Context: an optimization exercise on an open-source flow, tuned for small area. The choices shown serve that exercise and are no tape-out recipe. In this exercise RTL edits were held to simulation tests only and were not proved equivalent to the original. The clock port is modelled as an ideal driver; clocking choices that lean on that would not hold on a real chip.

## old
==> flow/design.v <==
`timescale 1ns / 1ps
module stopwatch(
	input clk,
	input btns,
	input btnr,
	input sw0,
	input sw1,
	output [7:0] rish,
	output [3:0] an
	);
reg [3:0] h_r;  
wire [3:0] h = h_r ^ 4'b1010;
reg clk_high;
wire h_term = ~h[0] & h[1] & ~h[2];
wire h_fb = ~(h[3] ^ h[2]);
reg [6:0] m_r;  
wire [6:0] m = m_r ^ 7'b0101010;
reg clk_mid;
wire m_wrap = ~m[0] & ~m[1] & ~m[2] & ~m[3] & m[6];
wire m_fb = ~(m[6] ^ m[1]);
wire m_term = h_term & m_wrap;
reg [12:0] a_r;  
wire [12:0] a = a_r ^ 13'b0101010101010;
reg clk_1hz;
wire a_term = ~a[0] & ~a[1] & ~a[2] & ~a[3] & a[4] & ~a[7] & ~a[9] & a[10] & a[11] & ~a[12];
wire a_fb = ~(a[12] ^ a[5]);
reg [11:0] b_r;  
wire [11:0] b = b_r ^ 12'b101010101010;
reg clk_2hz;
wire b_term = ~b[0] & ~b[1] & ~b[2] & b[3] & ~b[4] & ~b[5] & b[6] & ~b[7] & b[9] & b[11];
wire b_fb = ~(b[11] ^ b[10]);
always @(posedge clk) begin
	if (btns) begin
		h_r <= 4'b1010; m_r <= 7'b0101010; a_r <= 13'b0101010101010; b_r <= 12'b101010101010;
		clk_high <= 0; clk_mid <= 0; clk_1hz <= 0; clk_2hz <= 0;
	end else begin
		h_r <= (h_term ? 4'd0  : {h[2:0], h_fb}) ^ 4'b1010;
		m_r <= (m_wrap ? 7'd0 : {m[5:0], m_fb}) ^ 7'b0101010;
		a_r <= (a_term ? 13'd0 : {a[11:0], a_fb}) ^ 13'b0101010101010;
		b_r <= (b_term ? 12'd0 : {b[10:0], b_fb}) ^ 12'b101010101010;
		clk_high <= clk_high ^ h_term;
		clk_mid  <= clk_mid ^ m_term;
		clk_1hz  <= clk_1hz ^ a_term;
		clk_2hz  <= clk_2hz ^ b_term;
	end
end
wire high_rise = h_term & ~clk_high;
reg count_clk;
wire clk_next = sw1 ? clk_2hz : clk_1hz;
always @(posedge clk)
	count_clk <= clk_next;
wire count_rise = clk_next & ~count_clk;
reg [16:0] d_r;  
wire [16:0] d = d_r ^ 17'b01010101010101010;
reg btn_db;
reg pause;
wire d_term = ~d[0] & ~d[1] & d[2] & d[4] & ~d[5] & ~d[6] & ~d[7] & d[9] & d[10] & d[11] & d[12] & d[15] & d[16];
wire d_fb = ~(d[16] ^ d[5]);
always @(posedge clk) begin
	if (btns || !btnr) begin
		d_r <= 17'b01010101010101010;
		btn_db <= 0;
	end else begin
		d_r <= {d[15:0], d_fb} ^ 17'b01010101010101010;
		if (d_term)
			btn_db <= 1;
	end
end
always @(posedge clk) begin
	if (btns)
		pause <= 0;
	else if (btnr && d_term && !btn_db)
		pause <= ~pause;
end
reg [2:0] m1;
reg [3:0] m0;
reg [2:0] s1;
reg [3:0] s0;
wire s0_9 = s0[3] & s0[0];
wire s1_5 = s1[2] & s1[0];
wire m0_9 = m0[3] & m0[0];
wire m1_5 = m1[2] & m1[0];
wire tick = count_rise & ~pause;
wire inc_s = tick & (~sw1 | sw0);
wire inc_m = tick & (sw1 ? ~sw0 : (s0_9 & s1_5));
wire inc_s1 = inc_s & s0_9;
wire inc_m1 = inc_m & m0_9;
always @(posedge clk) begin
	if (btns) begin
		m1 <= 0; m0 <= 0; s1 <= 0; s0 <= 0;
	end else begin
		s0[0] <= s0[0] ^ inc_s;
		s0[1] <= s0[1] ^ (inc_s & s0[0] & ~s0[3]);
		s0[2] <= s0[2] ^ (inc_s & s0[0] & s0[1]);
		s0[3] <= s0[3] ^ (inc_s & s0[0] & (s0[3] | (s0[2] & s0[1])));
		s1[0] <= s1[0] ^ inc_s1;
		s1[1] <= s1[1] ^ (inc_s1 & s1[0] & ~s1[2]);
		s1[2] <= s1[2] ^ (inc_s1 & s1[0] & (s1[2] | s1[1]));
		m0[0] <= m0[0] ^ inc_m;
		m0[1] <= m0[1] ^ (inc_m & m0[0] & ~m0[3]);
		m0[2] <= m0[2] ^ (inc_m & m0[0] & m0[1]);
		m0[3] <= m0[3] ^ (inc_m & m0[0] & (m0[3] | (m0[2] & m0[1])));
		m1[0] <= m1[0] ^ inc_m1;
		m1[1] <= m1[1] ^ (inc_m1 & m1[0] & ~m1[2]);
		m1[2] <= m1[2] ^ (inc_m1 & m1[0] & (m1[2] | m1[1]));
	end
end
reg [1:0] anode_state;  
reg [3:0] digit;        
reg blank;              
always @(posedge clk) begin
	if (btns) begin
		anode_state <= 0;
		digit <= 0;
		blank <= 1;
	end else if (high_rise) begin
		anode_state <= {anode_state[1] ^ anode_state[0], ~anode_state[0]};
		case (anode_state)
			2'd0: digit <= {1'b0, m1};
			2'd1: digit <= m0;
			2'd2: digit <= {1'b0, s1};
			default: digit <= s0;
		endcase
		blank <= clk_mid & sw1 & (anode_state[1] ? sw0 : ~sw0);
	end
end
assign an[3] = blank | (anode_state != 2'd1);
assign an[2] = blank | (anode_state != 2'd2);
assign an[1] = blank | (anode_state != 2'd3);
assign an[0] = blank | (anode_state != 2'd0);
wire A = digit[3], B = digit[2], C = digit[1], D = digit[0];
assign rish[0] = ~(A | C | (B & D) | (~B & ~D));
assign rish[1] = ~(~B | (~C & ~D) | (C & D));
assign rish[2] = ~(B | ~C | D);
assign rish[3] = ~(A | (~B & ~D) | (~B & C) | (C & ~D) | (B & ~C & D));
assign rish[4] = ~((~B & ~D) | (C & ~D));
assign rish[5] = ~(A | (~C & ~D) | (B & ~C) | (B & ~D));
assign rish[6] = ~(A | (~B & C) | (B & ~C) | (C & ~D));
assign rish[7] = 1'b1;
endmodule
==> flow/config.mk <==
export PLATFORM = sky130hd
export DESIGN_NAME = stopwatch
export DESIGN_NICKNAME = stopwatch
export VERILOG_FILES = /design/flow/design.v
export SDC_FILE = /design/flow/constraint.sdc
export NUM_CORES = 4
export LEC_CHECK = 0
export ABC_AREA = 1
export CAP_MARGIN = 20
export CORE_MARGIN = 2
export CORE_UTILIZATION = 80
export SLEW_MARGIN = 20
==> flow/constraint.sdc <==
create_clock -name core_clock -period 10.0 [get_ports {clk}]
set_input_delay 2.0000 -clock core_clock [delete_from_list [all_inputs] [get_ports {clk}]]
set_output_delay 2.0000 -clock core_clock [all_outputs]
set_load 0.01 [all_outputs]
standard.sh (not shown) runs the stock make flow with config.mk's settings and CLKGATE_MAP_FILE= SYNTH_SCRIPT=/design/flow/synth_recipe.tcl, a recipe that flattens the netlist after the stock synthesis.
==> flow/flow/run.sh <==
#!/bin/bash
# ORFS layout through the standard.sh, with these changes:
#  - synthesis maps logic with an area-only ABC script (flow/abc_area.script), so the
#    ORFS scripts are used from a private copy that holds that script, and it leaves
#    half adders to ABC (no ADDER_MAP_FILE) instead of mapping them to ha cells first;
#  - ports are buffered with sky130_fd_sc_hd__buf_1;
#  - the clock tree uses clkbuf_4 buffers and no dummy loads; flow/post_cts.tcl
#    upsizes the clock buffers whose flip-flop clock pins see a high slew.
# Each tool's output stays in its own log in orfs/logs/; all make prints goes to flow.log.
set -euo pipefail
here=$(pwd)
rm -rf "$here/scripts"
cp -r "$FLOW_HOME/scripts" "$here/scripts"
cp "$here/flow/abc_area.script" "$here/scripts/abc_area.script"
export SCRIPTS_DIR="$here/scripts"
export ADDER_MAP_FILE=
export BUFFER_PORTS_ARGS="-buffer_cell sky130_fd_sc_hd__buf_1"
export CTS_ARGS="-sink_clustering_enable -repair_clock_nets -dont_use_dummy_load -buf_list sky130_fd_sc_hd__clkbuf_4"
export POST_CTS_TCL="$here/flow/post_cts.tcl"
bash standard.sh > flow.log 2>&1
==> flow/flow/abc_area.script <==
strash
dc2
dc2
dch -f
amap
topo
==> flow/flow/post_cts.tcl <==
set limit [expr {[info exists ::env(CLK_SLEW_TARGET)] ? $::env(CLK_SLEW_TARGET) : 0.115}]
estimate_parasitics -placement
set upsized 0
foreach inst [get_cells -quiet clkbuf_*] {
  set out [get_pins -quiet [get_name $inst]/X]
  if {$out eq ""} { continue }
  set worst 0
  foreach p [get_pins -quiet -of_objects [get_nets -of_objects $out]] {
    if {[get_property $p direction] ne "input"} { continue }
    if {[string match "*/CLK" [get_full_name $p]]} {
      set s [get_property $p slew_max]
      if {$s > $worst} { set worst $s }
    }
  }
  if {$worst > $limit} {
    replace_cell $inst sky130_fd_sc_hd__clkbuf_8
    incr upsized
  }
}
puts "post_cts: upsized $upsized clock buffers"
detailed_placement
estimate_parasitics -placement
Here is what was changed in the inputs of new compared with old.
==> flow/flow/run.sh <==
#!/bin/bash
# ORFS layout through the standard.sh, with three changes:
#  - synthesis maps logic with an area-only ABC script (flow/abc_area.script), so the
#    ORFS scripts are used from a private copy that holds that script;
#  - ports are buffered with sky130_fd_sc_hd__buf_1;
#  - the clock tree uses small clock buffers and no dummy loads; flow/post_cts.tcl
#    upsizes the clock buffers whose output slew is high.
# Each tool's output stays in orfs/logs/; everything make prints goes to flow.log.
set -euo pipefail
here=$(pwd)
rm -rf "$here/scripts"
cp -r "$FLOW_HOME/scripts" "$here/scripts"
cp "$here/flow/abc_area.script" "$here/scripts/abc_area.script"
export SCRIPTS_DIR="$here/scripts"
export BUFFER_PORTS_ARGS="-buffer_cell sky130_fd_sc_hd__buf_1"
export CTS_ARGS="-sink_clustering_enable -repair_clock_nets -dont_use_dummy_load -buf_list ${CTS_CELL:-sky130_fd_sc_hd__clkbuf_4}"
export POST_CTS_TCL="$here/flow/post_cts.tcl"
bash standard.sh > flow.log 2>&1
==> flow/flow/abc_area.script <==
strash
dc2
dch -f
amap
topo
==> flow/flow/post_cts.tcl <==
estimate_parasitics -placement
set upsized 0
foreach inst [get_cells -quiet clkbuf_*] {
  set pin [get_pins -quiet [get_name $inst]/X]
  if {$pin eq ""} { continue }
  if {[get_property $pin slew_max] > 0.105} {
    replace_cell $inst sky130_fd_sc_hd__clkbuf_8
    incr upsized
  }
}
puts "post_cts: upsized $upsized clock buffers"
detailed_placement
estimate_parasitics -placement
## What came out
new did not stop at any stage, and its layout met the timing, design-rule and antenna checks. new supports a higher top clock frequency than old. In the reports for old and new, the larger number of standard-cell rows in the floorplan belongs to new. Clock-cell share of area | new above old.

[afterwards: timing with drivers on the ports]
How much do the figures lean on ideal ports? The routed layouts below were timed once more, with nothing changed but the port constraints. Step 1: set_driving_cell puts a clkbuf_16 on clk and a buf_2 on each other input, an assumption about the parent block. Step 2 adds t to the input delays and takes it off the output delays; t is the mean of the earliest and latest rising clock arrival at the registers after step 1. Input paths then give back, and output paths get back, about the clock's delay inside the block. a / b / c = ideal ports / drivers / drivers and shift; a / b = the first two.
run	t (ns)	setup slack, ns	worst register clock-pin slew, ns
old	0.417	6.334 / 6.309 / 6.190	0.11 / 0.11
new	0.365	6.407 / 6.381 / 6.177	0.10 / 0.10
After both steps setup and hold are still met in every run listed. For new, which loses most, drivers alone change the setup slack by -0.026 ns; drivers and shift together by -0.230 ns.
